What follows belongs to an exercise in optimizing a design on an open flow for small area; a production flow would make more cautious choices.
Where RTL was checked, it was by simulation tests only, not by an equivalence proof against the original.
No activity file was given, so power comes from the tool's default toggle rates.

Setup of north:
==> flow/design.v <==
module datapath (datapath_in, vsel, asel, bsel, loada, loadb, loadc, loads,
                 writenum, write, readnum, clk, ALUop, shift, datapath_out, status);
  input  [15:0] datapath_in;
  input  [0:0]  vsel, asel, bsel, loada, loadb, loadc, loads;
  input  [2:0]  writenum;
  input  [0:0]  write;
  input  [2:0]  readnum;
  input  [0:0]  clk;
  input  [1:0]  ALUop;
  input  [1:0]  shift;
  output [15:0] datapath_out;
  output [0:0]  status;
  reg [15:0] R0, R1, R2, R3, R4, R5, R6, R7, A, B, C;
  reg        S;
  assign datapath_out = C;
  assign status = S;
  wire [7:0]  we, rs;
  wire [15:0] data_in;
  wire [15:0] rf, bb, alu, p, g;
  wire [16:0] cy;
  wire        zero;
  wire        t0, t1, t2, t3, nbi, sub, andop;
  wire [2:0] wn, rn;
  wire [1:0] wh;      
  dp_and2 wh0 (.a(write[0]), .b(wn[2]), .y(wh[0]));
  dp_and2 wh1 (.a(write[0]), .b(writenum[2]), .y(wh[1]));
  genvar k;
  generate
    for (k = 0; k < 3; k = k + 1) begin : dinv
      dp_inv iw (.a(writenum[k]), .y(wn[k]));
      dp_inv ir (.a(readnum[k]), .y(rn[k]));
    end
    for (k = 0; k < 8; k = k + 1) begin : dec
      dp_and3 dw (.a(wh[k >> 2]), .b(k & 2 ? writenum[1] : wn[1]),
                  .c(k & 1 ? writenum[0] : wn[0]), .y(we[k]));
      dp_and3 dr (.a(k & 4 ? readnum[2] : rn[2]), .b(k & 2 ? readnum[1] : rn[1]),
                  .c(k & 1 ? readnum[0] : rn[0]), .y(rs[k]));
    end
  endgenerate
  dp_ctl  ctl  (.ALUop(ALUop), .bsel(bsel[0]), .shift(shift), .t0(t0), .t1(t1),
                .t2(t2), .t3(t3), .nbi(nbi), .sub(sub), .andop(andop));
  always @(posedge clk) begin
    if (we[0]) R0 <= data_in;
    if (we[1]) R1 <= data_in;
    if (we[2]) R2 <= data_in;
    if (we[3]) R3 <= data_in;
    if (we[4]) R4 <= data_in;
    if (we[5]) R5 <= data_in;
    if (we[6]) R6 <= data_in;
    if (we[7]) R7 <= data_in;
    if (loada) A <= rf;
    if (loadb) B <= rf;
    if (loadc) C <= alu;
    if (loads) S <= zero;
  end
  assign cy[0] = sub;
  genvar i;
  generate
    for (i = 0; i < 16; i = i + 1) begin : sl
      wire cn, dn;
      dp_inv   ci (.a(C[i]), .y(cn));
      dp_nand2 dd (.a(vsel[0]), .b(datapath_in[i]), .y(dn));
      dp_o21ai dm (.a1(vsel[0]), .a2(cn), .b1(dn), .y(data_in[i]));
      wire y1, y2;
      dp_aoi222 ra (.a1(rs[0]), .a2(R0[i]), .b1(rs[1]), .b2(R1[i]), .c1(rs[2]), .c2(R2[i]), .y(y1));
      dp_aoi222 rb (.a1(rs[3]), .a2(R3[i]), .b1(rs[4]), .b2(R4[i]), .c1(rs[5]), .c2(R5[i]), .y(y2));
      dp_rdtail rc (.y1(y1), .y2(y2), .a1(rs[6]), .a2(R6[i]), .b1(rs[7]), .b2(R7[i]), .y(rf[i]));
      if (i == 0) begin : b0
        dp_opb ob (.t0(t0), .t1(nbi), .t2(t2), .b(B[0]), .bl(datapath_in[0]), .br(B[1]),
                   .sub(sub), .bb(bb[0]));
      end else if (i < 5) begin : imm
        wire ns;
        dp_aoi222 sa (.a1(t0), .a2(B[i]), .b1(t1), .b2(B[i-1]), .c1(t2), .c2(B[i+1]), .y(ns));
        wire nd;
        dp_nand2  sd (.a(nbi), .b(datapath_in[i]), .y(nd));
        dp_immx   sb (.ns(ns), .nd(nd), .sub(sub), .bb(bb[i]));
      end else if (i < 15) begin : mid
        dp_opb ob (.t0(t0), .t1(t1), .t2(t2), .b(B[i]), .bl(B[i-1]), .br(B[i+1]),
                   .sub(sub), .bb(bb[i]));
      end else begin : hi
        dp_opb ob (.t0(t0), .t1(t1), .t2(t3), .b(B[15]), .bl(B[14]), .br(B[15]),
                   .sub(sub), .bb(bb[15]));
      end
      wire xn;
      dp_nand2 an (.a(asel[0]), .b(A[i]), .y(xn));
      dp_xor2  pp (.a(xn), .b(bb[i]), .y(p[i]));
      dp_nand3 gg (.a(asel[0]), .b(A[i]), .c(bb[i]), .y(g[i]));
      if (i % 2 == 1) begin : grp
        wire y1;
        if ((i / 2) % 2 == 0) begin : ev
          dp_res_c  r0 (.pn(p[i-1]), .c(cy[i-1]), .gn(g[i-1]), .andop(andop), .r(alu[i-1]));
          dp_hi_c   h1 (.pn0(p[i-1]), .gn0(g[i-1]), .c(cy[i-1]), .pn1(p[i]), .y(y1));
          if (i < 15) begin : nx
            wire pg, gg2;
            dp_gp_t  gp (.pn0(p[i-1]), .gn0(g[i-1]), .pn1(p[i]), .gn1(g[i]), .p(pg), .g(gg2));
            dp_cy_t  cc (.p(pg), .g(gg2), .c(cy[i-1]), .con(cy[i+1]));
          end
        end else begin : od
          dp_res_cn r0 (.pn(p[i-1]), .cn(cy[i-1]), .gn(g[i-1]), .andop(andop), .r(alu[i-1]));
          dp_hi_cn  h1 (.pn0(p[i-1]), .gn0(g[i-1]), .cn(cy[i-1]), .pn1(p[i]), .y(y1));
          if (i < 15) begin : nx
            wire pgn, ggn;
            dp_gp_n  gp (.pn0(p[i-1]), .gn0(g[i-1]), .pn1(p[i]), .gn1(g[i]), .pn(pgn), .gn(ggn));
            dp_cy_n  cc (.pn(pgn), .gn(ggn), .cn(cy[i-1]), .co(cy[i+1]));
          end
        end
        dp_mux2i m1 (.a0(y1), .a1(g[i]), .s(andop), .y(alu[i]));
      end
    end
  endgenerate
  dp_zero zr (.r(alu), .zero(zero));
endmodule
module dp_ctl (input [1:0] ALUop, input bsel, input [1:0] shift,
               output t0, t1, t2, t3, nbi, sub, andop);
  wire pass = ALUop[1] & ALUop[0];
  wire e = bsel & ~pass;
  assign t0 = e & ~shift[1] & ~shift[0];
  assign t1 = e & ~shift[1] & shift[0];
  assign t2 = e & shift[1];
  assign t3 = e & shift[1] & shift[0];
  assign nbi = ~bsel & ~pass;
  assign sub = ~ALUop[1] & ALUop[0];
  assign andop = ALUop[1] & ~ALUop[0];
endmodule
module dp_aoi222 (input a1, a2, b1, b2, c1, c2, output y);
  assign y = ~((a1 & a2) | (b1 & b2) | (c1 & c2));
endmodule
module dp_rdtail (input y1, y2, a1, a2, b1, b2, output y);
  assign y = ~(y1 & y2 & ~((a1 & a2) | (b1 & b2)));
endmodule
module dp_immx (input ns, nd, sub, output bb);
  assign bb = ~((ns & nd) ^ sub);
endmodule
module dp_opb (input t0, t1, t2, b, bl, br, sub, output bb);
  wire nbin = ~((t0 & b) | (t1 & bl) | (t2 & br));
  assign bb = ~(nbin ^ sub);
endmodule
module dp_nand2 (input a, b, output y);
  assign y = ~(a & b);
endmodule
module dp_nand3 (input a, b, c, output y);
  assign y = ~(a & b & c);
endmodule
module dp_and3 (input a, b, c, output y);
  assign y = a & b & c;
endmodule
module dp_xor2 (input a, b, output y);
  assign y = a ^ b;
endmodule
module dp_xnor2 (input a, b, output y);
  assign y = ~(a ^ b);
endmodule
module dp_inv (input a, output y);
  assign y = ~a;
endmodule
module dp_and2 (input a, b, output y);
  assign y = a & b;
endmodule
module dp_o21ai (input a1, a2, b1, output y);
  assign y = ~((a1 | a2) & b1);
endmodule
module dp_mux2i (input a0, a1, s, output y);
  assign y = ~(s ? a1 : a0);
endmodule
module dp_nor2 (input a, b, output y);
  assign y = ~(a | b);
endmodule
module dp_res_c (input pn, c, gn, andop, output r);
  assign r = andop ? ~gn : ~(pn ^ c);
endmodule
module dp_res_cn (input pn, cn, gn, andop, output r);
  assign r = andop ? ~gn : (pn ^ cn);
endmodule
module dp_hi_c (input pn0, gn0, c, pn1, output y);
  wire c1 = ~gn0 | (~pn0 & c);
  assign y = pn1 ^ c1;
endmodule
module dp_hi_cn (input pn0, gn0, cn, pn1, output y);
  wire c1 = ~gn0 | (~pn0 & ~cn);
  assign y = pn1 ^ c1;
endmodule
module dp_gp_t (input pn0, gn0, pn1, gn1, output p, g);
  assign p = ~(pn0 | pn1);
  assign g = ~((pn1 | gn0) & gn1);
endmodule
module dp_gp_n (input pn0, gn0, pn1, gn1, output pn, gn);
  assign pn = pn0 | pn1;
  assign gn = (pn1 | gn0) & gn1;
endmodule
module dp_cy_t (input p, g, c, output con);
  assign con = ~(g | (p & c));
endmodule
module dp_cy_n (input pn, gn, cn, output co);
  assign co = ~((pn | cn) & gn);
endmodule
module dp_zero (input [15:0] r, output zero);
  assign zero = ~|r;
endmodule
Settings: LEC_CHECK=0, CAP_MARGIN=0, CORE_MARGIN=2, CORE_UTILIZATION=60, CTS_BUF_LIST=sky130_fd_sc_hd__clkbuf_8, GPL_TIMING_DRIVEN=0, SLEW_MARGIN=0, SYNTH_HIERARCHICAL=1, TNS_END_PERCENT=0; clock period 5.0 ns.
run.sh (not shown) runs the stock make flow with config.mk's settings and CLKGATE_MAP_FILE= SYNTH_SCRIPT=/design/flow/synth_recipe.tcl, a recipe that flattens the netlist after the stock synthesis.
Modified inputs, south compared to north
-- flow/design.v --
<<< north, line 58
  generate
    for (i = 0; i < 16; i = i + 1) begin : sl
      wire cn, dn;
      dp_inv   ci (.a(C[i]), .y(cn));
      dp_nand2 dd (.a(vsel[0]), .b(datapath_in[i]), .y(dn));
      dp_o21ai dm (.a1(vsel[0]), .a2(cn), .b1(dn), .y(data_in[i]));
      wire y1, y2;
      dp_aoi222 ra (.a1(rs[0]), .a2(R0[i]), .b1(rs[1]), .b2(R1[i]), .c1(rs[2]), .c2(R2[i]), .y(y1));
>>> south, line 58
  generate
    for (i = 0; i < 16; i = i + 1) begin : sl
      wire dn;
      dp_mux2i dm (.a0(C[i]), .a1(datapath_in[i]), .s(vsel[0]), .y(dn));
      dp_inv   di (.a(dn), .y(data_in[i]));
      wire y1, y2;
      dp_aoi222 ra (.a1(rs[0]), .a2(R0[i]), .b1(rs[1]), .b2(R1[i]), .c1(rs[2]), .c2(R2[i]), .y(y1));
<<< north, line 157
  assign y = a & b;
endmodule
module dp_o21ai (input a1, a2, b1, output y);
  assign y = ~((a1 | a2) & b1);
endmodule
module dp_mux2i (input a0, a1, s, output y);
  assign y = ~(s ? a1 : a0);
>>> south, line 156
  assign y = a & b;
endmodule
module dp_mux2i (input a0, a1, s, output y);
  assign y = ~(s ? a1 : a0);
[summary]
Via count on south is ahead of north. Re clock network power share: north was higher than south. south vs north — wire length reported by the detailed router dropped 2.7%. Diff north -> south: power consumed by combinational cells now larger; minimum hold slack down 0.013 ns. north → south: post-route non-filler standard cell count fell 2.8%, die area about even.
No functional check of the RTL was part of north.
